Background: an optimization exercise with open tools, aiming at small area, a short achievable clock period and few clock cycles per item. Do not read the settings as production practice. Where RTL was checked, it was by simulation tests only, not by an equivalence proof against the original. No functional check of the RTL was part of runs 5 and 6. In every run shown here, the design's own scripts or RTL, not TritonCTS, make the clock network. The clock input has no modelled driver; a real chip could not lean on it and would need a root buffer or a full tree. Power figures rest on the tool's default switching activity, not on a simulated workload.

`flow/design.v`:
```
module sys (
	clk,
	reset,
	addr,
	din,
	dout,
	req,
	wr,
	rdy,
	seed0,
	seed1,
	seed2,
	seed3,
	range
);
input           clk, reset;
input   [63:0]  din;
output  [63:0]  dout;
output  [63:0]  addr;
input   [63:0]  seed0, seed1, seed2, seed3;
output          req;
output          wr;
input           rdy;
input   [63:0]  range;
reg     [63:0]  s0, s1, s2, s3;      
reg             wr_n;                
reg     [3:0]   k_n;                 
reg             rr;                  
reg     [15:0]  h;                   
reg     [18:0]  xc;                  
localparam [15:0] X0 = 16'h0404;
localparam [15:0] X1 = 16'h0808;
localparam [15:0] X2 = 16'h0ef1;
localparam [15:0] X3 = 16'h1010;
localparam [15:0] X4 = 16'h1ae5;
localparam [15:0] X5 = 16'h1de2;
localparam [15:0] X6 = 16'h2020;
localparam [15:0] X7 = 16'h2b2b;
localparam [15:0] X8 = 16'h35ca;
localparam [15:0] X9 = 16'h4040;
localparam [15:0] X10 = 16'h43bc;
localparam [15:0] X11 = 16'h46b9;
localparam [15:0] X12 = 16'h4d4d;
localparam [15:0] X13 = 16'h5353;
localparam [15:0] X14 = 16'h5656;
localparam [15:0] X15 = 16'h5959;
localparam [15:0] X16 = 16'h5ca3;
localparam [15:0] X17 = 16'h728d;
localparam [15:0] X18 = 16'h7887;
reg     [63:0]  addr_r;
reg     [63:0]  dout_r;
reg             req_r;
reg             wr_r;
reg     [6:0]   gq;                  
wire    [63:0]  xpat;
assign xpat[0] = xc[7];
assign xpat[1] = xc[0];
assign xpat[2] = xc[16];
assign xpat[3] = xc[10];
assign xpat[4] = xc[14];
assign xpat[5] = xc[1];
assign xpat[6] = xc[11];
assign xpat[7] = xc[18];
assign xpat[8] = xc[13];
assign xpat[9] = xc[3];
assign xpat[10] = xc[17];
assign xpat[11] = xc[2];
assign xpat[12] = xc[15];
assign xpat[13] = xc[6];
assign xpat[14] = xc[4];
assign xpat[15] = xc[5];
assign xpat[16] = xc[0];
assign xpat[17] = xc[16];
assign xpat[18] = xc[10];
assign xpat[19] = xc[14];
assign xpat[20] = xc[1];
assign xpat[21] = xc[11];
assign xpat[22] = xc[18];
assign xpat[23] = xc[13];
assign xpat[24] = xc[3];
assign xpat[25] = xc[17];
assign xpat[26] = xc[2];
assign xpat[27] = xc[15];
assign xpat[28] = xc[6];
assign xpat[29] = xc[4];
assign xpat[30] = xc[5];
assign xpat[31] = xc[12];
assign xpat[32] = xc[16];
assign xpat[33] = xc[10];
assign xpat[34] = xc[14];
assign xpat[35] = xc[1];
assign xpat[36] = xc[11];
assign xpat[37] = xc[18];
assign xpat[38] = xc[13];
assign xpat[39] = xc[3];
assign xpat[40] = xc[17];
assign xpat[41] = xc[2];
assign xpat[42] = xc[15];
assign xpat[43] = xc[6];
assign xpat[44] = xc[4];
assign xpat[45] = xc[5];
assign xpat[46] = xc[12];
assign xpat[47] = xc[9];
assign xpat[48] = xc[10];
assign xpat[49] = xc[14];
assign xpat[50] = xc[1];
assign xpat[51] = xc[11];
assign xpat[52] = xc[18];
assign xpat[53] = xc[13];
assign xpat[54] = xc[3];
assign xpat[55] = xc[17];
assign xpat[56] = xc[2];
assign xpat[57] = xc[15];
assign xpat[58] = xc[6];
assign xpat[59] = xc[4];
assign xpat[60] = xc[5];
assign xpat[61] = xc[12];
assign xpat[62] = xc[9];
assign xpat[63] = xc[8];
wire    [63:0]  cur;
genvar          i;
integer         c;
generate
	for (i = 0; i < 4; i = i + 1) begin : g_cur
		assign cur[16*i +: 16] =
			(s0[16*i +: 16] & {16{h[4*i]}})   | (s1[16*i +: 16] & {16{h[4*i+1]}}) |
			(s2[16*i +: 16] & {16{h[4*i+2]}}) | (s3[16*i +: 16] & {16{h[4*i+3]}});
	end
endgenerate
wire    [63:0]  carry;
generate
	for (i = 0; i < 64; i = i + 1) begin : g_carry
		if (i < 8)
			assign carry[i] = &{1'b1, din[i - i%8 +: 8] | (8'hff << (i%8))};
		else
			assign carry[i] = &gq[i/8-1:0] & &(din[i - i%8 +: 8] | (8'hff << (i%8)));
	end
	for (i = 0; i < 7; i = i + 1) begin : g_gq
		always @(posedge clk)
			gq[i] <= &din[8*i+7:8*i];
	end
endgenerate
always @(posedge clk) begin
	if (reset) begin
		s0 <= seed0;
		s1 <= seed1;
		s2 <= seed2;
		s3 <= seed3;
	end
	if (reset) begin
		wr_n <= 1'b0;
		k_n  <= 4'd0;
	end
	else if (rdy) begin
		wr_n <= ~wr_n;
		if (!wr_n && h[3])
			k_n <= k_n + 4'd1;
	end
	rr     <= ~reset & rdy & ~wr_n;
	for (c = 0; c < 4; c = c + 1)
		if (reset)
			h[4*c +: 4] <= 4'b0001;
		else if (rr)
			h[4*c +: 4] <= {h[4*c +: 3], h[4*c+3]};
	xc[0] <= X0[k_n];
	xc[1] <= X1[k_n];
	xc[2] <= X2[k_n];
	xc[3] <= X3[k_n];
	xc[4] <= X4[k_n];
	xc[5] <= X5[k_n];
	xc[6] <= X6[k_n];
	xc[7] <= X7[k_n];
	xc[8] <= X8[k_n];
	xc[9] <= X9[k_n];
	xc[10] <= X10[k_n];
	xc[11] <= X11[k_n];
	xc[12] <= X12[k_n];
	xc[13] <= X13[k_n];
	xc[14] <= X14[k_n];
	xc[15] <= X15[k_n];
	xc[16] <= X16[k_n];
	xc[17] <= X17[k_n];
	xc[18] <= X18[k_n];
	req_r  <= ~reset;
	wr_r   <= wr_n;
	addr_r <= (cur ^ xpat) & range;
	dout_r <= din ^ carry;
end
assign req  = req_r;
assign wr   = wr_r;
assign addr = addr_r;
assign dout = dout_r;
endmodule
```
`flow/flow/run.sh`:
```
#!/bin/bash
# Standard ORFS layout with two changes:
#  - port buffers are buf_1 cells (buffer_ports otherwise picks
#    clkdlybuf4s50_1, a slow delay cell);
#  - the clock tree is built by flow/cts.tcl (two buffer levels) instead of
#    TritonCTS (three levels of buffers): two levels of clock inverters,
#    which lowers the clock latency.
# Each step's full output goes to make_<step>.log here; ORFS's own logs are
# under orfs/logs.
set -euo pipefail
here=$(pwd)
export CTREE_TCL=$here/flow/ctree.tcl
export PULL_TCL=$here/flow/pull.tcl
A=(BUFFER_PORTS_ARGS="-buffer_cell sky130_fd_sc_hd__buf_1")
bash standard.sh "${A[@]}" place > make_place.log 2>&1
bash standard.sh "${A[@]}" run RUN_SCRIPT="$here/flow/cts.tcl" RUN_LOG_NAME_STEM=4_1_cts > make_cts.log 2>&1
bash standard.sh "${A[@]}" finish > make_finish.log 2>&1
```
`flow/flow/ctree.tcl`:
```
# Custom two-level clock tree: the clock port drives NMID buffers, each of
# which drives NLEAF/NMID leaf buffers; each leaf drives one cluster of
# flip-flops. Clusters come from splitting the sinks into equal-count
# columns by x, then each column into equal-count groups by y.
proc ctree_outpin {cell} {
  set m [[ord::get_db] findMaster $cell]
  foreach mt [$m getMTerms] {
    if {[$mt getIoType] eq "OUTPUT"} { return [$mt getName] }
  }
  error "no output pin on $cell"
}

proc ctree_build {clk_port nmid_x nmid_y nleaf_x nleaf_y mid_cell leaf_cell} {
  set block [ord::get_db_block]
  set leaf_out [ctree_outpin $leaf_cell]
  if {$mid_cell ne "none"} { set mid_out [ctree_outpin $mid_cell] }
  set net [[$block findBTerm $clk_port] getNet]
  set sinks {}
  foreach it [$net getITerms] {
    set inst [$it getInst]
    set bb [$inst getBBox]
    set x [expr {([$bb xMin] + [$bb xMax]) / 2}]
    set y [expr {([$bb yMin] + [$bb yMax]) / 2}]
    lappend sinks [list $x $y [$inst getName] [[$it getMTerm] getName]]
  }
  set n [llength $sinks]
  puts "ctree: $n sinks"
  # split into nmid_x*nleaf_x columns, then each into nmid_y*nleaf_y rows
  set ncol [expr {$nmid_x * $nleaf_x}]
  set nrow [expr {$nmid_y * $nleaf_y}]
  set byx [lsort -integer -index 0 $sinks]
  set leaves {}
  for {set c 0} {$c < $ncol} {incr c} {
    set lo [expr {($c * $n) / $ncol}]
    set hi [expr {(($c + 1) * $n) / $ncol - 1}]
    set col [lsort -integer -index 1 [lrange $byx $lo $hi]]
    set m [llength $col]
    for {set r 0} {$r < $nrow} {incr r} {
      set lo2 [expr {($r * $m) / $nrow}]
      set hi2 [expr {(($r + 1) * $m) / $nrow - 1}]
      lappend leaves [list $c $r [lrange $col $lo2 $hi2]]
    }
  }
  set site_w 460
  set row_h 2720
  # leaf buffers
  set li 0
  array set mids {}
  foreach lf $leaves {
    lassign $lf c r members
    set sx 0; set sy 0
    foreach s $members { incr sx [lindex $s 0]; incr sy [lindex $s 1] }
    set cx [expr {$sx / [llength $members]}]
    set cy [expr {$sy / [llength $members]}]
    set name "ctree_leaf_$li"
    set nname "ctree_leafnet_$li"
    make_instance $name $leaf_cell
    odb::dbNet_create $block $nname
    foreach s $members {
      set pin "[lindex $s 2]/[lindex $s 3]"
      disconnect_pin $clk_port $pin
      connect_pin $nname $pin
    }
    connect_pin $nname $name/$leaf_out
    set inst [$block findInst $name]
    $inst setLocation [expr {($cx / $site_w) * $site_w}] [expr {($cy / $row_h) * $row_h}]
    $inst setPlacementStatus PLACED
    [$block findNet $nname] setSigType CLOCK
    set mx [expr {$c / $nleaf_x}]
    set my [expr {$r / $nleaf_y}]
    lappend mids($mx,$my) [list $name $cx $cy]
    incr li
  }
  # mid buffers
  set mi 0
  if {$mid_cell eq "none"} {
    foreach key [lsort [array names mids]] {
      foreach l $mids($key) { connect_pin $clk_port [lindex $l 0]/A }
    }
    $net setSigType CLOCK
    puts "ctree: $li leaf buffers driven by the port"
    return
  }
  foreach key [lsort [array names mids]] {
    set sx 0; set sy 0
    foreach l $mids($key) { incr sx [lindex $l 1]; incr sy [lindex $l 2] }
    set k [llength $mids($key)]
    set cx [expr {$sx / $k}]; set cy [expr {$sy / $k}]
    set name "ctree_mid_$mi"
    set nname "ctree_midnet_$mi"
    make_instance $name $mid_cell
    odb::dbNet_create $block $nname
    foreach l $mids($key) { connect_pin $nname [lindex $l 0]/A }
    connect_pin $nname $name/$mid_out
    connect_pin $clk_port $name/A
    set inst [$block findInst $name]
    $inst setLocation [expr {($cx / $site_w) * $site_w}] [expr {($cy / $row_h) * $row_h}]
    $inst setPlacementStatus PLACED
    [$block findNet $nname] setSigType CLOCK
    incr mi
  }
  $net setSigType CLOCK
  puts "ctree: $li leaf buffers, $mi mid buffers"
}
```
`flow/flow/cts.tcl`:
```
# ORFS's cts.tcl with TritonCTS replaced by a two-level clock tree built by
# ctree.tcl (clock port -> 4 inverters -> 16 leaf inverters -> flip-flops).
# Before that, pull.tcl moves each output port's flip-flop next to the
# port's buffer.
utl::set_metrics_stage "cts__{}"
source $::env(SCRIPTS_DIR)/load.tcl
erase_non_stage_variables cts
load_design 3_place.odb 3_place.sdc

repair_clock_inverters

set_dont_use $::env(DONT_USE_CELLS)

source $::env(CTREE_TCL)
source $::env(PULL_TCL)
pull_output_flops
ctree_build clk 2 2 2 2 sky130_fd_sc_hd__clkinv_16 sky130_fd_sc_hd__clkinv_16
set_propagated_clock [all_clocks]

estimate_parasitics -placement

set_placement_padding -global \
  -left $::env(CELL_PAD_IN_SITES_DETAIL_PLACEMENT) \
  -right $::env(CELL_PAD_IN_SITES_DETAIL_PLACEMENT)
detailed_placement
estimate_parasitics -placement

repair_timing_helper
detailed_placement
check_placement -verbose

report_clock_latency
report_metrics 4 "cts final"

orfs_write_db $::env(RESULTS_DIR)/4_1_cts.odb
orfs_write_sdc $::env(RESULTS_DIR)/4_cts.sdc
```
`flow/flow/pull.tcl`:
```
# Move the flip-flop that drives each output port's buffer next to that
# buffer, so the flip-flop's output wire is short.
proc pull_output_flops {} {
  set block [ord::get_db_block]
  set n 0
  foreach bt [$block getBTerms] {
    if {[$bt getIoType] ne "OUTPUT"} { continue }
    set net [$bt getNet]
    if {$net eq "NULL"} { continue }
    set buf ""
    foreach it [$net getITerms] { if {[$it isOutputSignal]} { set buf [$it getInst] } }
    if {$buf eq ""} { continue }
    set in_net ""
    foreach it [$buf getITerms] { if {[$it isInputSignal]} { set in_net [$it getNet] } }
    if {$in_net eq "" || $in_net eq "NULL"} { continue }
    set drv ""
    foreach it [$in_net getITerms] { if {[$it isOutputSignal]} { set drv [$it getInst] } }
    if {$drv eq ""} { continue }
    if {![[$drv getMaster] isSequential]} { continue }
    if {[llength [$in_net getITerms]] != 2} { continue }
    set loc [$buf getLocation]
    $drv setLocation [lindex $loc 0] [lindex $loc 1]
    incr n
  }
  puts "pull_output_flops: moved $n flip-flops"
}
```
`flow/standard.sh`:
```
#!/bin/bash
# synth_recipe.tcl (not shown) runs the flow's synth.tcl, then flattens the netlist and writes it again
# the make line also repeats each setting of config.mk as NAME=value (left out here)
make -C /OpenROAD-flow-scripts/flow DESIGN_CONFIG=/design/flow/config.mk WORK_HOME=/design/flow/orfs CLKGATE_MAP_FILE= SYNTH_SCRIPT=/design/flow/synth_recipe.tcl "${@:-finish}"
```
`flow/config.mk`:
```
export PLATFORM = sky130hd
export DESIGN_NAME = sys
export DESIGN_NICKNAME = sys
export VERILOG_FILES = /design/flow/design.v
export SDC_FILE = /design/flow/constraint.sdc
export NUM_CORES = 4
export LEC_CHECK = 0
export CAP_MARGIN = 20
export CORE_MARGIN = 2
export CORE_UTILIZATION = 65
export PLACE_DENSITY = 0.8
export SETUP_SLACK_MARGIN = 1.8
export SLEW_MARGIN = 20
```
`flow/constraint.sdc`:
```
create_clock -name core_clock -period 3.2 [get_ports {clk}]
set_input_delay 0.6400 -clock core_clock [delete_from_list [all_inputs] [get_ports {clk}]]
set_output_delay 0.6400 -clock core_clock [all_outputs]
set_load 0.01 [all_outputs]
```
==> reports/metrics.yaml, run 1 <==
worst_setup_path:
  cp_max_fo: 6
  critPathMaxStageDelay_ns: 0.36
  critPathRequiredTime_ns: 3.27
  crit_path_frequent_cell: "a21oi_1"
  critical_path.top_delay_family: "flip-flops"
  crit_chain: "clkinvlp_4, ha_4, or3_1, a21oi_1, a21oi_1"
  critPathCaptureType: "flop"
  cp-start-kind: "flop"
  critPathBufInv: 1
  path_class: "reg -> reg"
  arrival_ns: 1.51
  crit_slowest_cell: "dfxtp_4"
clock_tree:
  clk_pin_slew_ns: 0.07
  cts_hold_buf: 0
  clk_latency_ns: 0.21
detailed_routing:
  dr.pass1.iters: 5
  ant_nets: 0
  drt_iter0_drc: 1156
  num_vias: 11283
  wire_per_inst_um: 23.7
  drc: 0
  drt-total-wl_mm: 45.3
  routed_via_density: 5.90
die:
  core_um2: 23500
  pin_count: 517
  rows: 56
  die_w_um: 159
  die-area_um2: 25300
  die_y_um: 159
  initial_core_util_pct: 66.4
logic_synthesis:
  syn_inst: 1063
  synth.most_common_cell: "edfxtp_1"
  synth_common_cells: "256 x edfxtp_1, 178 x dfxtp_1, 128 x a22o_1"
  yosysSeqAreaShare_pct: 72.0
  synth_area_um2: 15600
  synth.distinct_cells: 36
  synth_nets: 1469
  synth-main-ff-cell: "edfxtp_1"
  yosys.area.top_type: "edfxtp_1"
  ys_warn_count: 1
  netlist_top_cells_area: "edfxtp_1 49%, dfxtp_1 23%, a22o_1 7.2%"
  async_flop_share_pct: 0
  synth_edf_count: 256
  ys_ff_latch: 434
  synth.avg_cell_area_um2: 14.7
  synth.top_cell.area_share_pct: 49.2
sta:
  tightest_slew_ns: 0.658
  finClkSkew_ns: 0.0108
  layout_worst_path_cycle_share_pct: 45.1
  finalHoldViolCount: 0
  finalSetupTns_ns: 0
  rsz0062_at_grt: "yes"
  slew_viol_final: 0
  maxSlewHeadroom_pct: 56.1
  max_freq_mhz: 693
  final-setup-viol-count: 0
  hold_slack_ns: 0.402
  setup_slack_ns: 1.76
  fin_crit_ns: 1.44
power_and_ir_drop:
  vdd_ir_drop_max_uv: 402
  power.density_nw_per_um2: 522
  leakage_nw: 6.83
  power.total_mw: 9.89
placed_design:
  io_buffers: 516
  place_hpwl_mm: 31.9
  gp_congestion: 0.889
  placed_cell_area_um2: 17900
  dp_slack_ns: 1.21
final_layout:
  fin_nets: 1990
  area_growth_pct: 21.1
  final_area_um2: 18900
  layout-drive-gt1-share_pct: 8.03
grt:
  antenna_found_initial: 6
  grt_pass1_wl_mm: 66.4
  overflow: 0
  grt_max_degree: 59
  track_usage_pct: 34.4
  grt_pass1_vias: 11412
run_status:
  outcome: "finished clean"
job:
  max-cap-violations: 0
worst_hold_path:
  hp-class: "reg -> reg"
## through the flow
stage,util (%),std cells
2_1_floorplan,-,1063
3_3_place_gp,75.9,1861
3_5_place_dp,75.9,1861
5_1_grt,80.4,1906
6_report,80.4,1911
## logic make-up (layout without fill, tap and decap cells)
family	Yosys count	count (layout)	synth area share, %
buffers and inverters	63	582	1.86
muxes	19	19	1.22
DFF	434	434	72.0
xor gates and xnor gates	60	60	3.36
and+or+nand+nor	258	258	10.2
other	0	10	0
adders and majority gates	19	19	1.52
AOI/OAI and AO/OA	210	210	9.89
## area by class of cell
class,instances,area [µm²]
flip-flops and latches,434,11300
repair buffers,542,2260
diodes,10,25.0
well taps,319,399
multi-input cells,566,4270
inverters,40,682
fillers,1367,4600
## timing repair
action / in CTS / in global routing
pin swaps: 6 / 11
endpoints found under the setup margin: 354 / 111
resized for setup: 44 / 45
buffers inserted: 10 / 10
hold endpoints to repair: 0 / 0
## sequential cells by signal (all words and copies together) (netlist names), 7 cells and up
register  cells
s1           64
h            16
s2           64
gq            7
xc           19
addr_r       64
s0           64
s3           64
dout_r       64
## routing by layer
layer | vias up | track usage, % | share of wire, %
met5 | - | 0 | 0
met3 | 147 | 8.54 | 9.5
met4 | 0 | 14.5 | 4.9
met1 | 5451 | 40.7 | 35
met2 | 630 | 60.2 | 50
li1 | 5055 | - | -
## power breakdown
group,total [mW],internal [mW],switching [mW]
clock,2.52,0.479,2.04
combinational,0.834,0.383,0.452
sequential,6.53,6.33,0.205
## path summary, 6_finish.rpt
check	end	cells past startpoint	from	slack, ns
setup / recovery	xc[4]	5	k_n[0]	1.76
hold / removal	wr_r	0	wr_n	0.40
setup reg to reg	xc[4]	5	k_n[0]	1.76
hold reg to reg	wr_r	0	wr_n	0.40
## cells in the final DEF, fill, tap and decap left out, drive strengths merged, types with 2 or more instances in the layout
master / instances
nor2: 28
edfxtp: 256
nor4: 5
mux2i: 19
dfxtp: 178
and3: 6
nor3: 87
nand2: 20
a21boi: 3
or3: 2
nand2b: 4
a21oi: 7
and2: 3
xnor2: 27
clkbuf: 18
nand4: 16
xor2: 33
a22o: 128
clkinv: 20
inv: 19
ha: 19
o21ai: 69
buf: 524
and3b: 64
nand3: 18
diode: 10
Testbench counts, summed over its fixed seeds: cycles 128,027, items 16,000.
==> run 2: changes to the inputs <==
--- a/flow/config.mk
+++ b/flow/config.mk
@@ -10,4 +10,4 @@
 export CORE_UTILIZATION = 65
 export PLACE_DENSITY = 0.8
-export SETUP_SLACK_MARGIN = 1.8
+export SETUP_SLACK_MARGIN = 1.85
 export SLEW_MARGIN = 20
==> run 2 against run 1 <==
  * Clock skew up 0.0036 ns
  * Still clean
  * Combinational power up 6.4%
  * Synthesized area unchanged
  * Final cell count up 0.47%
  * Fmax down 0.63%
  * Critical path type is now in -> reg
==> reports/metrics.yaml, run 2 <==
sta:
  setup_slack_ns: 1.75  # was 1.76 ns
  finClkSkew_ns: 0.0144  # was 0.0108 ns
  final-setup-viol-count: 0  # unchanged
  maxSlewHeadroom_pct: 59.0  # was 56.1%
  finalSetupTns_ns: 0  # unchanged
  fin_crit_ns: 1.45  # was 1.44 ns
  layout_worst_path_cycle_share_pct: 45.4  # was 45.1%
  tightest_slew_ns: 0.614  # was 0.658 ns
  rsz0062_at_grt: "yes"  # unchanged
  finalHoldViolCount: 0  # unchanged
  slew_viol_final: 0  # unchanged
  max_freq_mhz: 689  # was 693 MHz
worst_setup_path:
  cp_max_fo: 4  # was 6
  critPathCaptureType: "flop"  # unchanged
  cp-start-kind: "input port"  # was flop
  reg2regPathDepth: 6  # was 5
  path_class: "in -> reg"  # was reg -> reg
  arrival_ns: 1.58  # was 1.51 ns
  critPathRequiredTime_ns: 3.33  # was 3.27 ns
final_layout:
  final_cell_count_no_fill: 1920  # was 1911
  area_growth_pct: 22.6  # was 21.1%
  mostFrequentLayoutCell: "buf_1"  # unchanged
  fin_nets: 1991  # was 1990
  regArea_um2: 11300  # about the same
  final_cell_mix: "429 x buf_1, 256 x edfxtp_1, 150 x dfxtp_1"  # was 491 x buf_1, 256 x edfxtp_1, 154 x dfxtp_1
  layout-drive-gt1-share_pct: 12.7  # was 8.03%
  multi_input_area_um2: 4270  # about the same
  fillers: 1317  # was 1367
  final_area_um2: 19200  # was 18900 µm²
logic_synthesis:
  ys_warn_count: 1  # unchanged
  synth_area_um2: 15600  # unchanged
  synth_edf_count: 256  # unchanged
  synth.top_cell.area_share_pct: 49.2  # unchanged
  ys_ff_latch: 434  # unchanged
  synth.avg_cell_area_um2: 14.7  # unchanged
  yosysSeqAreaShare_pct: 72.0  # unchanged
  synth_common_cells: "256 x edfxtp_1, 178 x dfxtp_1, 128 x a22o_1"  # unchanged
  syn_inst: 1063  # unchanged
  synth.distinct_cells: 36  # unchanged
  synth.most_common_cell: "edfxtp_1"  # unchanged
  synth_nets: 1469  # unchanged
  netlist_top_cells_area: "edfxtp_1 49%, dfxtp_1 23%, a22o_1 7.2%"  # unchanged
  async_flop_share_pct: 0  # unchanged
  synth-main-ff-cell: "edfxtp_1"  # unchanged
  yosys.area.top_type: "edfxtp_1"  # unchanged
placed_design:
  io_buffers: 516  # unchanged
  gp_congestion: 0.897  # was 0.889
  place_hpwl_mm: 31.9  # about the same
  dp_slack_ns: 1.27  # was 1.21 ns
  placed_cell_area_um2: 17900  # about the same
  dp.cells: 1861  # unchanged
die:
  core_um2: 23500  # unchanged
  initial_core_util_pct: 66.4  # unchanged
  rows: 56  # unchanged
  die-area_um2: 25300  # unchanged
  die_w_um: 159  # unchanged
  pin_count: 517  # unchanged
  die_y_um: 159  # unchanged
grt:
  overflow: 0  # unchanged
  antenna_found_initial: 12  # was 6
  grt_pass1_wl_mm: 67.4  # was 66.4 mm
  grt-busiest-layer: "met2"  # unchanged
  track_usage_pct: 35.1  # was 34.4%
  grt_max_degree: 42  # was 59
  use_met3_pct: 5.60  # was 8.54%
  grtUsageMet2_pct: 60.6  # was 60.2%
  grt_pass1_vias: 11527  # was 11412
  grtUsageMet1_pct: 42.5  # was 40.7%
clock_tree:
  clk_pin_slew_ns: 0.07  # about the same
  cts_hold_buf: 0  # unchanged
  clk_latency_ns: 0.22  # was 0.21 ns
job:
  max-cap-violations: 0  # unchanged
power_and_ir_drop:
  power.density_nw_per_um2: 519  # was 522 nW/µm²
  vdd_ir_drop_max_uv: 413  # was 402 µV
  leakage_nw: 7.07  # was 6.83 nW
detailed_routing:
  routed_via_density: 6.04  # was 5.90
  dr.pass1.iters: 5  # unchanged
  drt-total-wl_mm: 47.0  # was 45.3 mm
  drt_iter0_drc: 1331  # was 1156
  wire_per_inst_um: 24.5  # was 23.7 µm
  ant_nets: 0  # unchanged
  num_vias: 11605  # was 11283
  drc: 0  # unchanged
worst_hold_path:
  hp-class: "reg -> reg"  # unchanged
  hold_depth: 0  # unchanged
run_status:
  outcome: "finished clean"  # unchanged
-- run 2: cell counts after synthesis --
Identical to the previous run, type by type.
-- run 2: stage by stage --
step	power (mW)	util [%]	hold slack, ns
2_1_floorplan	6.95	-	0.371
5_1_grt	10.3	81.4	0.415
6_report	9.95	81.4	0.398
3_3_place_gp	7.40	75.9	0.384
3_5_place_dp	7.45	75.9	0.390
-- run 2: cell type report --
class | instances | area share (%)
antenna | 18 | 0.235
inverter | 40 | 3.56
multi-input combinational | 566 | 22.3
sequential | 434 | 59.1
tap | 319 | 2.08
timing repair buffer | 543 | 12.8
-- run 2: cell families (layout without fill, tap and decap cells) --
group           count (synthesis)  in the layout  share of synthesized area (%)
mux                            19             19                           1.22
simple gates                  258            258                           10.2
fa+ha+maj                      19             19                           1.52
buf+inv                        63            583                           1.86
flops                         434            434                           72.0
xor+xnor                       60             60                           3.36
other cells                     0             18                              0
compound gates                210            210                           9.89
-- run 2: metal layers --
metal / up-vias / share of wire (%)
met5: - / 0
met4: 0 / 6.1
met3: 163 / 9.0
met2: 791 / 50
met1: 5597 / 34
li1: 5054 / -
-- run 2: what timing repair did --
| item | CTS | global route |
|---|---|---|
| setup endpoints to repair | 384 | 114 |
| pin swaps | 4 | 9 |
| resized for setup | 74 | 115 |
| cloned | 3 | 1 |
| setup buffers | 11 | 6 |
-- run 2: worst paths after layout --
path              slack (ns)     from    endpoint
setup / recovery        1.75  din[51]  dout_r[54]
hold / removal          0.40     wr_n        wr_r
setup reg to reg        1.78    gq[0]  dout_r[41]
hold reg to reg         0.40     wr_n        wr_r
-- run 2: worst max-delay path, cell delays in order --
cell and delay [ns]:
buf_1 0.22, nand3_2 0.20, nor4_4 0.27, xor2_1 0.24
-- run 2: power by group --
part / internal (mW) / switching [mW]
sequential: 6.33 / 0.202
combinational: 0.411 / 0.476
clock: 0.479 / 2.06
total: 7.22 / 2.73
==> run 3: changes to the inputs <==
--- a/flow/config.mk
+++ b/flow/config.mk
@@ -10,4 +10,4 @@
 export CORE_UTILIZATION = 65
 export PLACE_DENSITY = 0.8
-export SETUP_SLACK_MARGIN = 1.85
+export SETUP_SLACK_MARGIN = 1.75
 export SLEW_MARGIN = 20
==> run 3 against run 2 <==
  * Critical path depth rose by 1
  * Worst setup slack improved by 0.0031 ns
  * Sequential share of layout area rose by 1.2 points
  * Fmax rose by 0.22%
  * Still clean on timing, DRC and antenna
  * Combinational power fell by 5.5%
  * Final cell count fell by 0.68%
  * Power fell by 0.54%
  * Critical endpoint is now k_n[2]
  * Clock skew fell by 0.0015 ns
  * Design area fell by 2.3%
==> reports/metrics.yaml, run 3 <==
run_status:
  outcome: "finished clean"  # unchanged
clock_tree:
  clk_pin_slew_ns: 0.07  # about the same
  cts_hold_buf: 0  # unchanged
  clk_latency_ns: 0.21  # was 0.22 ns
worst_setup_path:
  path_class: "reg -> reg"  # was in -> reg
  critPathCaptureType: "flop"  # unchanged
  crit_slowest_cell: "dfxtp_4"  # was nor4_4
  crit_chain: "buf_4, ha_1, ha_1, or2_2, a21oi_2"  # was buf_1, nand3_2, nor4_4, xor2_1
  cp_max_fo: 3  # was 4
  crit_path_frequent_cell: "ha_1"
  critPathRequiredTime_ns: 3.34  # was 3.33 ns
  critPathMaxStageDelay_ns: 0.36  # was 0.27 ns
  arrival_ns: 1.59  # was 1.58 ns
  cp-start-kind: "flop"  # was input port
placed_design:
  gp_congestion: 0.925  # was 0.897
  io_buffers: 516  # unchanged
  dp.cells: 1863  # was 1861
  placed_cell_area_um2: 17900  # about the same
  place_hpwl_mm: 31.5  # was 31.9 mm
  dp_slack_ns: 1.23  # was 1.27 ns
detailed_routing:
  drc: 0  # unchanged
  drt-total-wl_mm: 45.1  # was 47.0 mm
  ant_nets: 0  # unchanged
  dr.max_layer_used: "met5"  # was met4
  dr.pass1.iters: 5  # unchanged
  wl_met3_mm: 3.86  # was 4.25 mm
  drt_iter0_drc: 1268  # was 1331
  wire_per_inst_um: 23.7  # was 24.5 µm
  routed_via_density: 5.93  # was 6.04
  num_vias: 11308  # was 11605
  wl_met1_mm: 15.9  # was 16.2 mm
  dr_wl_met2_mm: 22.2  # was 23.7 mm
sta:
  slew_viol_final: 0  # unchanged
  final-setup-viol-count: 0  # unchanged
  max_freq_mhz: 690  # was 689 MHz
  finalHoldViolCount: 0  # unchanged
  hold_slack_ns: 0.405  # was 0.398 ns
  setup_slack_ns: 1.75  # about the same
  fin_crit_ns: 1.45  # about the same
  rsz0062_at_grt: "yes"  # unchanged
  finalSetupTns_ns: 0  # unchanged
  tightest_slew_ns: 0.579  # was 0.614 ns
  finClkSkew_ns: 0.0129  # was 0.0144 ns
  maxSlewHeadroom_pct: 61.3  # was 59.0%
  layout_worst_path_cycle_share_pct: 45.3  # was 45.4%
logic_synthesis:
  synth_top_family_by_area: "simple AND/OR/NAND/NOR gates"  # unchanged
  synth.area.mux_share_pct: 1.22  # unchanged
  ys_warn_count: 1  # unchanged
  synthAdderAreaFrac_pct: 1.52  # unchanged
  synth_nets: 1469  # unchanged
  synth-main-ff-cell: "edfxtp_1"  # unchanged
  synth.distinct_cells: 36  # unchanged
  yosys.area.top_type: "edfxtp_1"  # unchanged
  synth.avg_cell_area_um2: 14.7  # unchanged
  yosysSeqAreaShare_pct: 72.0  # unchanged
  synth_xor_area_share_pct: 3.36  # unchanged
  synth.most_common_cell: "edfxtp_1"  # unchanged
  synthSimpleGateAreaFrac_pct: 10.2  # unchanged
  synth_common_cells: "256 x edfxtp_1, 178 x dfxtp_1, 128 x a22o_1"  # unchanged
  synth_area_um2: 15600  # unchanged
  async_flop_share_pct: 0  # unchanged
  synth.top_cell.area_share_pct: 49.2  # unchanged
  ys_ff_latch: 434  # unchanged
  synth_edf_count: 256  # unchanged
  netlist_top_cells_area: "edfxtp_1 49%, dfxtp_1 23%, a22o_1 7.2%"  # unchanged
  syn_inst: 1063  # unchanged
  synth_compound_area_share_pct: 9.89  # unchanged
final_layout:
  area_growth_pct: 19.8  # was 22.6%
  final_util_pct: 79.5  # was 81.4%
  final_cell_mix: "514 x buf_1, 256 x edfxtp_1, 157 x dfxtp_1"  # was 429 x buf_1, 256 x edfxtp_1, 150 x dfxtp_1
  final_cell_count_no_fill: 1907  # was 1920
  mostFrequentLayoutCell: "buf_1"  # unchanged
  fin_nets: 1983  # was 1991
  layout-drive-gt1-share_pct: 5.14  # was 12.7%
  final_area_um2: 18700  # was 19200 µm²
grt:
  overflow: 0  # unchanged
  grt_pass1_wl_mm: 66.5  # was 67.4 mm
  grt_pass1_vias: 11591  # was 11527
  antenna_found_initial: 13  # was 12
  grt_max_degree: 67  # was 42
  track_usage_pct: 34.5  # was 35.1%
power_and_ir_drop:
  leakage_nw: 6.69  # was 7.07 nW
  vdd_ir_drop_max_uv: 402  # was 413 µV
  power.density_nw_per_um2: 528  # was 519 nW/µm²
  power.total_mw: 9.90  # was 9.95 mW
die:
  core_um2: 23500  # unchanged
  die_y_um: 159  # unchanged
  die-area_um2: 25300  # unchanged
  pin_count: 517  # unchanged
  die_w_um: 159  # unchanged
  initial_core_util_pct: 66.4  # unchanged
  rows: 56  # unchanged
job:
  max-cap-violations: 0  # unchanged
worst_hold_path:
  hp-class: "reg -> reg"  # unchanged
[run 3: logic make-up (layout without fill, tap and decap cells)]
group | count (synthesis) | after routing
other | 0 | 13
adder cells (fa/ha/maj) | 19 | 19
buffers and inverters | 63 | 575
AND/OR/NAND/NOR | 258 | 258
multiplexers | 19 | 19
flip-flops | 434 | 434
XOR/XNOR | 60 | 60
AO/OA/AOI/OAI | 210 | 210
[run 3: per-layer routing]
metal | vias to the layer above | track usage (%)
met5 | - | 0
met4 | 2 | 20.3
met3 | 176 | 6.20
met2 | 719 | 59.4
met1 | 5374 | 40.8
li1 | 5037 | -
[run 3: final cells by class]
class	instances	area, µm²
diodes	13	32.5
repair buffers	535	2180
inverters	40	679
multi-input cells	566	4150
fillers	1398	4820
flip-flops and latches	434	11300
well taps	319	399
[run 3: where the power goes]
| part | internal (mW) | switching (mW) | total (mW) |
|---|---|---|---|
| Clock | 0.480 | 2.05 | 2.53 |
| Combinational | 0.378 | 0.461 | 0.838 |
| Sequential | 6.33 | 0.197 | 6.53 |
[run 3: path summary, 6_finish.rpt]
check              start     end  slack, ns  cells after the start
hold reg to reg     wr_n    wr_r       0.40                      0
setup / recovery  k_n[0]  k_n[2]       1.75                      5
setup reg to reg  k_n[0]  k_n[2]       1.75                      5
hold / removal      wr_n    wr_r       0.40                      0
[run 3: critical path: cells and delay by family, from the launching register on]
kind,cells,cell delay (ns)
AO/OA/AOI/OAI,1,0.11
adder cells (fa/ha/maj),2,0.48
buffers and inverters,1,0.14
flip-flops,1,0.36
AND/OR/NAND/NOR,1,0.30
[run 3: timing repair]
item	CTS	global route
buffers inserted	9	1
endpoints found under the hold margin	0	0
endpoints found under the setup margin	346	21
resized for setup	29	12
pin swaps	2	4
gates cloned	1	0
==> run 4: changes to the inputs <==
--- a/flow/flow/cts.tcl
+++ b/flow/flow/cts.tcl
@@ -15,5 +15,5 @@
 source $::env(PULL_TCL)
 pull_output_flops
-ctree_build clk 2 2 2 2 sky130_fd_sc_hd__clkinv_16 sky130_fd_sc_hd__clkinv_16
+ctree_build clk 2 2 2 2 sky130_fd_sc_hd__clkinv_16 sky130_fd_sc_hd__clkinv_8
 set_propagated_clock [all_clocks]
 
==> run 4 against run 3 <==
  * Synthesized cell count unchanged
  * Global-route usage fell by 0.56 points
  * Worst setup slack got worse by 0.013 ns
  * Synthesized area stayed put
  * Design area fell by 0.85%
  * Still clean on timing, DRC and antenna
  * Power fell by 4.9%
  * Core utilization fell by 0.68 points
  * Final cell count unchanged
  * Sequential share of layout area increased by 0.53 points
  * Highest routed layer is now met4
  * Clock power fell by 19%
  * Die area unchanged
  * Clock skew increased by 0.0063 ns
==> reports/metrics.yaml, run 4 <==
placed_design:
  placed_cell_area_um2: 17900  # unchanged
  place_hpwl_mm: 31.5  # unchanged
  gp_congestion: 0.925  # unchanged
  io_buffers: 516  # unchanged
sta:
  tightest_slew_ns: 0.632  # was 0.579 ns
  layout_worst_path_cycle_share_pct: 45.7  # was 45.3%
  finClkSkew_ns: 0.0193  # was 0.0129 ns
  fin_crit_ns: 1.46  # was 1.45 ns
  hold_slack_ns: 0.401  # was 0.405 ns
  slew_viol_final: 0  # unchanged
  maxSlewHeadroom_pct: 57.8  # was 61.3%
  rsz0062_at_grt: "yes"  # unchanged
  final-setup-viol-count: 0  # unchanged
  finalHoldViolCount: 0  # unchanged
  max_freq_mhz: 684  # was 690 MHz
  finalSetupTns_ns: 0  # unchanged
detailed_routing:
  drt_iter0_drc: 1170  # was 1268
  num_vias: 11335  # was 11308
  dr.pass1.iters: 7  # was 5
  drt-total-wl_mm: 44.6  # was 45.1 mm
  ant_nets: 0  # unchanged
  wire_per_inst_um: 23.4  # was 23.7 µm
  drc: 0  # unchanged
  routed_via_density: 5.94  # was 5.93
logic_synthesis:
  synth-main-ff-cell: "edfxtp_1"  # unchanged
  synth_area_um2: 15600  # unchanged
  synth.most_common_cell: "edfxtp_1"  # unchanged
  synth_common_cells: "256 x edfxtp_1, 178 x dfxtp_1, 128 x a22o_1"  # unchanged
  netlist_top_cells_area: "edfxtp_1 49%, dfxtp_1 23%, a22o_1 7.2%"  # unchanged
  yosysSeqAreaShare_pct: 72.0  # unchanged
  synth_nets: 1469  # unchanged
  synth.top_cell.area_share_pct: 49.2  # unchanged
  syn_inst: 1063  # unchanged
  ys_ff_latch: 434  # unchanged
  synth.avg_cell_area_um2: 14.7  # unchanged
  async_flop_share_pct: 0  # unchanged
  ys_warn_count: 1  # unchanged
  yosys.area.top_type: "edfxtp_1"  # unchanged
  synth_edf_count: 256  # unchanged
  synth.distinct_cells: 36  # unchanged
die:
  initial_core_util_pct: 66.4  # unchanged
  die_y_um: 159  # unchanged
  die_w_um: 159  # unchanged
  pin_count: 517  # unchanged
  core_um2: 23500  # unchanged
  die-area_um2: 25300  # unchanged
  rows: 56  # unchanged
clock_tree:
  clk_latency_ns: 0.19  # was 0.21 ns
  clk_pin_slew_ns: 0.10  # was 0.07 ns
  cts_hold_buf: 0  # unchanged
run_status:
  outcome: "finished clean"  # unchanged
worst_setup_path:
  arrival_ns: 1.58  # was 1.59 ns
  startpoint: "din[33]"  # was k_n[0]
  path_class: "in -> reg"  # was reg -> reg
  r2r_slack_ns: 1.78  # was 1.75 ns
  critPathCaptureType: "flop"  # unchanged
  cp_max_fo: 5  # was 3
  reg2reg_from: "k_n[0]"  # unchanged
  critPathRequiredTime_ns: 3.32  # was 3.34 ns
  cp-start-kind: "input port"  # was flop
worst_hold_path:
  hp-start: "wr_n"  # unchanged
  hp-class: "reg -> reg"  # unchanged
power_and_ir_drop:
  vdd_ir_drop_max_uv: 355  # was 402 µV
  power.density_nw_per_um2: 507  # was 528 nW/µm²
  leakage_nw: 6.63  # was 6.69 nW
final_layout:
  fin_nets: 1985  # was 1983
  final_area_um2: 18600  # was 18700 µm²
  layout-drive-gt1-share_pct: 5.90  # was 5.14%
  mostFrequentLayoutCell: "buf_1"  # unchanged
  area_growth_pct: 18.8  # was 19.8%
  final_cell_mix: "514 x buf_1, 256 x edfxtp_1, 156 x dfxtp_1"  # was 514 x buf_1, 256 x edfxtp_1, 157 x dfxtp_1
grt:
  overflow: 0  # unchanged
  antenna_found_initial: 10  # was 13
  track_usage_pct: 33.9  # was 34.5%
  grt_max_degree: 67  # unchanged
  grt_pass1_wl_mm: 65.7  # was 66.5 mm
  grt_pass1_vias: 11557  # was 11591
job:
  max-cap-violations: 0  # unchanged
run 4: cell types whose count changed in the layout (fill, tap and decap cells not counted), moves of 2 or more:
cell,delta
ha_1,-2
nor3_2,+3
buf_4,+2
clkinv_16,-16
clkinv_8,+16
diode_2,-2
nor3_1,-3
run 4: report_power, final:
part / leakage, nW / internal (mW) / switching (mW)
Sequential: 3.99 / 6.33 / 0.194
Combinational: 2.48 / 0.376 / 0.454
Clock: 0.156 / 0.335 / 1.72
run 4: cell type report:
class                           instances  area [µm²]
Sequential cell                       434       11300
Fill cell                            1429        4980
Multi-Input combinational cell        566        4220
Timing Repair Buffer                  537        2180
Inverter                               40         459
Tap cell                              319         399
Antenna cell                           11        27.5
run 4: path summary, 6_finish.rpt:
path                     end  cells after the start
setup reg to reg       xc[4]                      5
setup / recovery  dout_r[39]                      4
hold / removal          wr_r                      0
hold reg to reg         wr_r                      0
run 4: metal layers:
metal | vias to the layer above | wire length, µm | GRT usage (%) | part of all wire [%]
met1 | 5446 | 15600 | 40.1 | 35
met4 | 0 | 2860 | 18.7 | 6.4
met3 | 156 | 3890 | 5.89 | 8.7
met5 | - | 0 | 0 | 0
li1 | 5045 | - | - | -
met2 | 688 | 22200 | 59.4 | 50
run 4: worst max-delay path, cell delays in order:
cell and delay, ns:
buf_1 0.18, nand4_1 0.29, nor3_1 0.32, xnor2_1 0.15
run 4: logic make-up after synthesis:
group	count (synthesis)	synth area share, %
muxes	19	1.22
AOI/OAI and AO/OA	210	9.89
xor gates and xnor gates	60	3.36
DFF	434	72.0
adders and majority gates	19	1.52
buffers and inverters	63	1.86
and+or+nand+nor	258	10.2
run 4: stage by stage:
stage / setup WS [ns] / cells / power, mW / util (%)
2_1_floorplan: 1.75 / 1063 / 6.95 / -
3_3_place_gp: 1.27 / 1863 / 7.39 / 75.8
3_5_place_dp: 1.23 / 1863 / 7.44 / 75.8
5_1_grt: 1.69 / 1905 / 9.73 / 78.8
6_report: 1.74 / 1907 / 9.42 / 78.9
run 4: timing repair:
| action | CTS | global route |
|---|---|---|
| setup endpoints to repair | 347 | 65 |
| resized for setup | 29 | 26 |
| hold endpoints to repair | 0 | 0 |
| setup buffers | 8 | 4 |
| gates cloned | 1 | 0 |
| pin swaps | 2 | 4 |
==> run 5: changes to the inputs <==
--- a/flow/design.v
+++ b/flow/design.v
@@ -25,5 +25,5 @@
 reg     [63:0]  s0, s1, s2, s3;      
 reg             wr_n;                
-reg     [3:0]   k_n;                 
+reg     [7:0]   k_n;                 
 reg             rr;                  
 reg     [15:0]  h;                   
@@ -54,4 +54,14 @@
 reg     [6:0]   gq;                  
 wire    [63:0]  xpat;
+genvar          i;
+wire    [15:0]  kd;
+assign kd[0] = ~k_n[7] & ~k_n[0];
+assign kd[8] =  k_n[7] &  k_n[0];
+generate
+	for (i = 1; i < 8; i = i + 1) begin : g_kd
+		assign kd[i]     =  k_n[i-1] & ~k_n[i];
+		assign kd[i + 8] = ~k_n[i-1] &  k_n[i];
+	end
+endgenerate
 assign xpat[0] = xc[7];
 assign xpat[1] = xc[0];
@@ -119,5 +129,4 @@
 assign xpat[63] = xc[8];
 wire    [63:0]  cur;
-genvar          i;
 integer         c;
 generate
@@ -150,10 +159,10 @@
 	if (reset) begin
 		wr_n <= 1'b0;
-		k_n  <= 4'd0;
+		k_n  <= 8'd0;
 	end
 	else if (rdy) begin
 		wr_n <= ~wr_n;
 		if (!wr_n && h[3])
-			k_n <= k_n + 4'd1;
+			k_n <= {k_n[6:0], ~k_n[7]};
 	end
 	rr     <= ~reset & rdy & ~wr_n;
@@ -163,23 +172,23 @@
 		else if (rr)
 			h[4*c +: 4] <= {h[4*c +: 3], h[4*c+3]};
-	xc[0] <= X0[k_n];
-	xc[1] <= X1[k_n];
-	xc[2] <= X2[k_n];
-	xc[3] <= X3[k_n];
-	xc[4] <= X4[k_n];
-	xc[5] <= X5[k_n];
-	xc[6] <= X6[k_n];
-	xc[7] <= X7[k_n];
-	xc[8] <= X8[k_n];
-	xc[9] <= X9[k_n];
-	xc[10] <= X10[k_n];
-	xc[11] <= X11[k_n];
-	xc[12] <= X12[k_n];
-	xc[13] <= X13[k_n];
-	xc[14] <= X14[k_n];
-	xc[15] <= X15[k_n];
-	xc[16] <= X16[k_n];
-	xc[17] <= X17[k_n];
-	xc[18] <= X18[k_n];
+	xc[0] <= |(kd & X0);
+	xc[1] <= |(kd & X1);
+	xc[2] <= |(kd & X2);
+	xc[3] <= |(kd & X3);
+	xc[4] <= |(kd & X4);
+	xc[5] <= |(kd & X5);
+	xc[6] <= |(kd & X6);
+	xc[7] <= |(kd & X7);
+	xc[8] <= |(kd & X8);
+	xc[9] <= |(kd & X9);
+	xc[10] <= |(kd & X10);
+	xc[11] <= |(kd & X11);
+	xc[12] <= |(kd & X12);
+	xc[13] <= |(kd & X13);
+	xc[14] <= |(kd & X14);
+	xc[15] <= |(kd & X15);
+	xc[16] <= |(kd & X16);
+	xc[17] <= |(kd & X17);
+	xc[18] <= |(kd & X18);
 	req_r  <= ~reset;
 	wr_r   <= wr_n;
--- a/flow/flow/cts.tcl
+++ b/flow/flow/cts.tcl
@@ -15,5 +15,5 @@
 source $::env(PULL_TCL)
 pull_output_flops
-ctree_build clk 2 2 2 2 sky130_fd_sc_hd__clkinv_16 sky130_fd_sc_hd__clkinv_8
+ctree_build clk 2 2 2 2 sky130_fd_sc_hd__clkinv_16 sky130_fd_sc_hd__clkinv_16
 set_propagated_clock [all_clocks]
 
--- a/flow/config.mk
+++ b/flow/config.mk
@@ -10,4 +10,4 @@
 export CORE_UTILIZATION = 65
 export PLACE_DENSITY = 0.8
-export SETUP_SLACK_MARGIN = 1.75
+export SETUP_SLACK_MARGIN = 1.88
 export SLEW_MARGIN = 20
==> run 5 against run 4 <==
  * Sequential cell count increased by 4
  * Sequential power rose by 1%
  * Synthesized area is 0.60% higher
  * Clock skew is 0.0073 ns lower
  * Critical path depth unchanged
  * Still clean
  * Fmax is 3.9% lower
  * Synthesized cell count shrank 4.4%
==> reports/metrics.yaml, run 5 <==
run_status:
  outcome: "finished clean"  # unchanged
worst_setup_path:
  reg2reg_from: "k_n[1]"  # was k_n[0]
  reg2regPathDepth: 4  # was 5
  path_class: "reg -> reg"  # was in -> reg
  crit_slowest_cell: "or4_1"  # was nor3_1
  cp-start-kind: "flop"  # was input port
  endpoint: "xc[17]"  # was dout_r[39]
  critPathCaptureType: "flop"  # unchanged
  critical_path.top_delay_family: "simple AND/OR/NAND/NOR gates"  # unchanged
  startpoint: "k_n[1]"  # was din[33]
  r2r_slack_ns: 1.68  # was 1.78 ns
  cp_max_fo: 5  # unchanged
  crit_chain: "and2b_1, a21oi_1, or3_1, or4_1"  # was buf_1, nand4_1, nor3_1, xnor2_1
  critPathRequiredTime_ns: 3.28  # was 3.32 ns
  critical_path_depth: 4  # unchanged
  arrival_ns: 1.60  # was 1.58 ns
  critPathBufInv: 0  # was 1
  timing.rr.end: "xc[17]"  # was xc[4]
  critPathMaxStageDelay_ns: 0.42  # was 0.32 ns
logic_synthesis:
  yosysSeqAreaShare_pct: 72.1  # was 72.0%
  synth.avg_cell_area_um2: 15.5  # was 14.7 µm²
  synth_area_um2: 15700  # was 15600 µm²
  netlist_top_cells_area: "edfxtp_1 49%, dfxtp_1 23%, xnor2_1 5.1%"  # was edfxtp_1 49%, dfxtp_1 23%, a22o_1 7.2%
  syn_inst: 1016  # was 1063
  synth_nets: 1423  # was 1469
  synth.distinct_cells: 38  # was 36
  yosys.area.top_type: "edfxtp_1"  # unchanged
  synth_common_cells: "256 x edfxtp_1, 182 x dfxtp_1, 92 x xnor2_1"  # was 256 x edfxtp_1, 178 x dfxtp_1, 128 x a22o_1
  async_flop_share_pct: 0  # unchanged
  synth_edf_count: 256  # unchanged
  synth.top_cell.area_share_pct: 48.9  # was 49.2%
  synth.most_common_cell: "edfxtp_1"  # unchanged
  ys_ff_latch: 438  # was 434
  ys_warn_count: 1  # unchanged
  synth-main-ff-cell: "edfxtp_1"  # unchanged
sta:
  tightest_slew_ns: 0.547  # was 0.632 ns
  slew_viol_final: 0  # unchanged
  final-setup-viol-count: 0  # unchanged
  finalHoldViolCount: 0  # unchanged
  rsz0062_at_grt: "yes"  # unchanged
  max_freq_mhz: 657  # was 684 MHz
  maxSlewHeadroom_pct: 63.5  # was 57.8%
  finalSetupTns_ns: 0  # unchanged
  fin_crit_ns: 1.52  # was 1.46 ns
  finClkSkew_ns: 0.0120  # was 0.0193 ns
  layout_worst_path_cycle_share_pct: 47.5  # was 45.7%
final_layout:
  final_cell_mix: "366 x buf_1, 256 x edfxtp_1, 100 x dfxtp_1"  # was 514 x buf_1, 256 x edfxtp_1, 156 x dfxtp_1
  final_cell_count_no_fill: 1899  # was 1907
  fillers: 1103  # was 1429
  mostFrequentLayoutCell: "buf_1"  # unchanged
  area_growth_pct: 28.8  # was 18.8%
  layout-drive-gt1-share_pct: 26.7  # was 5.90%
  fin_nets: 1968  # was 1985
  final_util_pct: 85.8  # was 78.9%
die:
  die-area_um2: 25500  # was 25300 µm²
  die_y_um: 160  # was 159 µm
  initial_core_util_pct: 66.6  # was 66.4%
  core_um2: 23600  # was 23500 µm²
  rows: 56  # unchanged
  die_w_um: 160  # was 159 µm
  pin_count: 517  # unchanged
placed_design:
  gp_congestion: 0.939  # was 0.925
  place_hpwl_mm: 30.7  # was 31.5 mm
  io_buffers: 516  # unchanged
  dp.cells: 1805  # was 1863
power_and_ir_drop:
  leakage_nw: 7.52  # was 6.63 nW
  power.total_mw: 10.4  # was 9.42 mW
  vdd_ir_drop_max_uv: 404  # was 355 µV
  power.density_nw_per_um2: 512  # was 507 nW/µm²
detailed_routing:
  dr.pass1.iters: 5  # was 7
  drc: 0  # unchanged
  drt_iter0_drc: 1088  # was 1170
  drt-total-wl_mm: 48.4  # was 44.6 mm
  routed_via_density: 5.96  # was 5.94
  wire_per_inst_um: 25.5  # was 23.4 µm
  num_vias: 11315  # was 11335
  ant_nets: 0  # unchanged
clock_tree:
  clk_pin_slew_ns: 0.07  # was 0.10 ns
  cts_hold_buf: 0  # unchanged
  clk_latency_ns: 0.21  # was 0.19 ns
grt:
  antenna_found_initial: 19  # was 10
  grt_pass1_vias: 11210  # was 11557
  grt_pass1_wl_mm: 64.5  # was 65.7 mm
  overflow: 0  # unchanged
  track_usage_pct: 33.5  # was 33.9%
  grt_max_degree: 47  # was 67
worst_hold_path:
  hp-class: "reg -> reg"  # unchanged
job:
  max-cap-violations: 0  # unchanged
run 5: cell types whose count changed in the layout (fill, tap and decap cells not counted), moves of 53 or more:
cell / previous run / this run
buf_1: 514 / 366
nor3_1: 80 / 3
a22o_1: 128 / 60
o21ai_0: 69 / 1
and3b_1: 64 / 0
xnor2_1: 27 / 90
buf_2: 0 / 60
and2_1: 3 / 62
dfxtp_1: 156 / 100
buf_6: 2 / 56
a221oi_2: 0 / 53
run 5: worst min path at each step:
stage          from   end  depth (start not counted)
6_report       wr_n  wr_r                          0
5_1_grt        wr_n  wr_r                          0
4_1_cts        wr_n  wr_r                          0
3_5_place_dp   wr_n  wr_r                          0
3_3_place_gp   wr_n  wr_r                          0
2_1_floorplan  wr_n  wr_r                          0
run 5: worst reg2reg max path: stages, from the launching register on:
cell and delay, ns:
dfxtp_4 0.37, and2b_1 0.22, a21oi_1 0.04, or3_1 0.34, or4_1 0.42
run 5: stage by stage:
step	worst slack [ns]	hold slack, ns	cell area (µm²)
2_1_floorplan	1.78	0.371	15800
3_3_place_gp	1.19	0.384	18000
3_5_place_dp	1.15	0.396	18000
5_1_grt	1.60	0.407	20200
6_report	1.68	0.389	20200
run 5: layer usage:
layer / up-vias / global-route usage [%] / wire (µm) / part of all wire [%]
met1: 5508 / 37.8 / 15600 / 32
met5: - / 0 / 0 / 0
met2: 775 / 62.1 / 25200 / 52
li1: 4838 / - / - / -
met3: 194 / 5.70 / 4280 / 8.8
met4: 0 / 15.2 / 3250 / 6.7
run 5: cell families (layout without fill, tap and decap cells):
kind of cell | after synthesis | in the layout | synth area share (%)
adder cells (fa/ha/maj) | 20 | 20 | 1.59
AND/OR/NAND/NOR | 207 | 207 | 7.19
buffers and inverters | 72 | 615 | 2.12
multiplexers | 18 | 18 | 1.15
XOR/XNOR | 120 | 120 | 6.68
other | 0 | 21 | 0
AO/OA/AOI/OAI | 141 | 141 | 9.21
flip-flops | 438 | 438 | 72.1
run 5: repair_timing:
| action | CTS | global route |
|---|---|---|
| gates cloned | 5 | 1 |
| setup endpoints to repair | 459 | 207 |
| pin swaps | 32 | 69 |
| buffers inserted | 29 | 18 |
| resized for setup | 203 | 205 |
run 5: layout make-up:
| type | count | area [µm²] | area share (%) |
|---|---|---|---|
| flip-flops and latches | 438 | 11500 | 56.6 |
| multi-input cells | 506 | 4440 | 21.9 |
| repair buffers | 575 | 3210 | 15.9 |
| inverters | 40 | 678 | 3.35 |
| well taps | 319 | 399 | 1.97 |
| diodes | 21 | 52.6 | 0.260 |
run 5: power breakdown:
part           switching, mW  internal [mW]  total (mW)  leakage (nW)
clock network           2.07          0.481        2.55         0.228
registers              0.222           6.39        6.61          4.04
logic                  0.573          0.627        1.20          3.25
total                   2.87           7.50        10.4          7.52
==> run 6: changes to the inputs <==
--- a/flow/config.mk
+++ b/flow/config.mk
@@ -10,4 +10,4 @@
 export CORE_UTILIZATION = 65
 export PLACE_DENSITY = 0.8
-export SETUP_SLACK_MARGIN = 1.88
+export SETUP_SLACK_MARGIN = 1.8
 export SLEW_MARGIN = 20
==> run 6 against run 5 <==
  * Critical path depth is the same
  * Via count decreased by 5.6%
  * Still clean
  * Critical path type unchanged
  * Power fell by 2.4%
  * Final cell count down 1.2%
  * First-iteration DRC count is 2.1% lower
  * Largest power group unchanged
  * Combinational power is 19% lower
  * Sequential cell count is the same
  * Synthesized area unchanged
  * Worst hold slack better by 0.023 ns
  * Fmax decreased by 0.95%
  * Global-route usage decreased by 1.3 points
==> reports/metrics.yaml, run 6 <==
final_layout:
  final_cell_mix: "490 x buf_1, 256 x edfxtp_1, 154 x dfxtp_1"  # was 366 x buf_1, 256 x edfxtp_1, 100 x dfxtp_1
  multi_input_area_um2: 4230  # was 4440 µm²
  final_area_um2: 19100  # was 20200 µm²
  final_cell_count_no_fill: 1877  # was 1899
  mostFrequentLayoutCell: "buf_1"  # unchanged
  layout-drive-gt1-share_pct: 11.9  # was 26.7%
  fin_nets: 1942  # was 1968
  area_growth_pct: 21.3  # was 28.8%
  regArea_um2: 11400  # was 11500 µm²
  fillers: 1364  # was 1103
die:
  rows: 56  # unchanged
  pin_count: 517  # unchanged
  die-area_um2: 25500  # unchanged
  die_w_um: 160  # unchanged
  initial_core_util_pct: 66.6  # unchanged
  core_um2: 23600  # unchanged
  die_y_um: 160  # unchanged
placed_design:
  dp.cells: 1812  # was 1805
  place_hpwl_mm: 30.4  # was 30.7 mm
  io_buffers: 516  # unchanged
  gp_congestion: 0.918  # was 0.939
  placed_cell_area_um2: 18000  # about the same
power_and_ir_drop:
  power.density_nw_per_um2: 530  # was 512 nW/µm²
  power_switching_mw: 2.79  # was 2.87 mW
  clock_power_share_pct: 25.2  # was 24.6%
  pwr-share-seq_pct: 65.1  # was 63.8%
  intPower_mw: 7.33  # was 7.50 mW
  vdd_ir_drop_max_uv: 378  # was 404 µV
  p_comb_share_pct: 9.6  # was 11.6%
  switching_share_pct: 27.6  # was 27.7%
  leakage_nw: 6.76  # was 7.52 nW
logic_synthesis:
  netlist_top_cells_area: "edfxtp_1 49%, dfxtp_1 23%, xnor2_1 5.1%"  # unchanged
  yosys.area.top_type: "edfxtp_1"  # unchanged
  synth.most_common_cell: "edfxtp_1"  # unchanged
  synth_nets: 1423  # unchanged
  synth_edf_count: 256  # unchanged
  synth.top_cell.area_share_pct: 48.9  # unchanged
  synth.distinct_cells: 38  # unchanged
  yosysSeqAreaShare_pct: 72.1  # unchanged
  synth_area_um2: 15700  # unchanged
  synth-main-ff-cell: "edfxtp_1"  # unchanged
  ys_ff_latch: 438  # unchanged
  synth.avg_cell_area_um2: 15.5  # unchanged
  ys_warn_count: 1  # unchanged
  synth_common_cells: "256 x edfxtp_1, 182 x dfxtp_1, 92 x xnor2_1"  # unchanged
  syn_inst: 1016  # unchanged
  async_flop_share_pct: 0  # unchanged
sta:
  finalSetupTns_ns: 0  # unchanged
  layout_worst_path_cycle_share_pct: 48.0  # was 47.5%
  finClkSkew_ns: 0.0117  # was 0.0120 ns
  finalHoldViolCount: 0  # unchanged
  max_freq_mhz: 651  # was 657 MHz
  slew_viol_final: 0  # unchanged
  final-setup-viol-count: 0  # unchanged
  maxSlewHeadroom_pct: 60.1  # was 63.5%
  fin_crit_ns: 1.54  # was 1.52 ns
  tightest_slew_ns: 0.599  # was 0.547 ns
  rsz0062_at_grt: "yes"  # unchanged
  hold_slack_ns: 0.411  # was 0.389 ns
grt:
  grt_pass1_wl_mm: 62.1  # was 64.5 mm
  antenna_found_initial: 17  # was 19
  track_usage_pct: 32.2  # was 33.5%
  grt_max_degree: 53  # was 47
  overflow: 0  # unchanged
  grt_pass1_vias: 10864  # was 11210
worst_setup_path:
  path_class: "reg -> reg"  # unchanged
  critPathCaptureType: "flop"  # unchanged
  cp-start-kind: "flop"  # unchanged
  cp_max_fo: 5  # unchanged
  arrival_ns: 1.61  # was 1.60 ns
  critPathRequiredTime_ns: 3.28  # about the same
detailed_routing:
  dr.pass1.iters: 5  # unchanged
  ant_nets: 0  # unchanged
  wire_per_inst_um: 23.3  # was 25.5 µm
  num_vias: 10683  # was 11315
  routed_via_density: 5.69  # was 5.96
  drt-total-wl_mm: 43.7  # was 48.4 mm
  drc: 0  # unchanged
  drt_iter0_drc: 1065  # was 1088
worst_hold_path:
  hp-class: "reg -> reg"  # unchanged
clock_tree:
  clk_latency_ns: 0.21  # about the same
  clk_pin_slew_ns: 0.07  # about the same
job:
  max-cap-violations: 0  # unchanged
run_status:
  outcome: "finished clean"  # unchanged
[run 6: what timing repair did]
action                                  in CTS  in global routing
pin swaps                                    2                  8
buffers inserted                             7                 13
hold buffers                                 0                  0
endpoints found under the setup margin     345                 66
resized for setup                           42                 51
[run 6: path summary, 6_finish.rpt]
check              start      to  slack [ns]  cells past startpoint
setup / recovery  k_n[1]  xc[17]        1.66                      4
hold / removal      wr_n    wr_r        0.41                      0
setup reg to reg  k_n[1]  xc[17]        1.66                      4
hold reg to reg     wr_n    wr_r        0.41                      0
[run 6: layout make-up]
class / count / share of cell area [%]
Multi-Input combinational cell: 506 / 22.1
Timing Repair Buffer: 549 / 12.1
Sequential cell: 438 / 59.8
Tap cell: 319 / 2.09
Inverter: 40 / 3.55
Antenna cell: 25 / 0.328
[run 6: routing by layer]
layer  vias to the layer above  share of wire, %  GRT usage, %
met1                      5184                35          36.8
met3                       126               7.5          5.50
met4                         0               5.0          17.0
met5                         -                 0             0
li1                       4789                 -             -
met2                       584                53          58.0
[run 6: metrics by stage]
step	util [%]	worst slack (ns)	power, mW
floorplan	-	1.78	7.13
global placement	76.3	1.30	7.57
detailed placement	76.3	1.30	7.62
global route	80.7	1.64	10.5
finish	80.8	1.66	10.1
[run 6: critical path: stages, from the launching register on]
cell     delay (ns)
dfxtp_4        0.37
and2b_1        0.21
a21oi_1        0.06
or3_1          0.33
or4_1          0.43
[run 6: power groups by stage]
stage	Clock [mW]	Combinational, mW	Sequential, mW
final	2.55	0.976	6.59
after global placement	0	0.889	6.69
after floorplan	0	0.449	6.68
after CTS	2.56	0.939	6.59
after detailed placement	0	0.912	6.71
after global routing	2.79	1.06	6.63
[run 6: cells by family after synthesis]
| family | after synthesis | share of synthesized area [%] |
|---|---|---|
| xor gates and xnor gates | 120 | 6.68 |
| muxes | 18 | 1.15 |
| AOI/OAI and AO/OA | 141 | 9.21 |
| and+or+nand+nor | 207 | 7.19 |
| adders and majority gates | 20 | 1.59 |
| DFF | 438 | 72.1 |
| buffers and inverters | 72 | 2.12 |

==> separate check: timing with driven ports <==
The flow's constraints put no driver on any port. The routed layouts listed below were extracted and timed again, unchanged, in two steps.
Step 1, drivers: a clkbuf_16 drives clk and a buf_2 each remaining input, both assumed.
Step 2 moves the port delays by t, midway between the first and last clock arrival at a register: inputs arrive t later, outputs are due t later. That takes back most of the time a late clock gives input paths.
a / b / c = ideal / step 1 / step 2; a / b = the first two.
| run | t (ns) | setup slack, ns | slew at the worst register clock pin (ns) | worst data-port slew with drivers (ns) |
|---|---|---|---|---|
| run 1 | 0.446 | 1.757 / 1.587 / 1.550 | 0.07 / 0.07 | 0.12 |
| run 2 | 0.443 | 1.748 / 1.612 / 1.517 | 0.07 / 0.08 | 0.11 |
| run 3 | 0.450 | 1.751 / 1.535 / 1.494 | 0.08 / 0.08 | 0.10 |
| run 4 | 0.411 | 1.738 / 1.561 / 1.496 | 0.10 / 0.11 | 0.10 |
| run 5 | 0.449 | 1.679 / 1.586 / 1.502 | 0.08 / 0.08 | 0.12 |
| run 6 | 0.447 | 1.664 / 1.589 / 1.578 | 0.07 / 0.07 | 0.11 |
After both steps setup and hold are still met in every run listed. The setup slack of run 3, which loses most, moves by -0.216 ns with the drivers and by -0.257 ns with both steps.
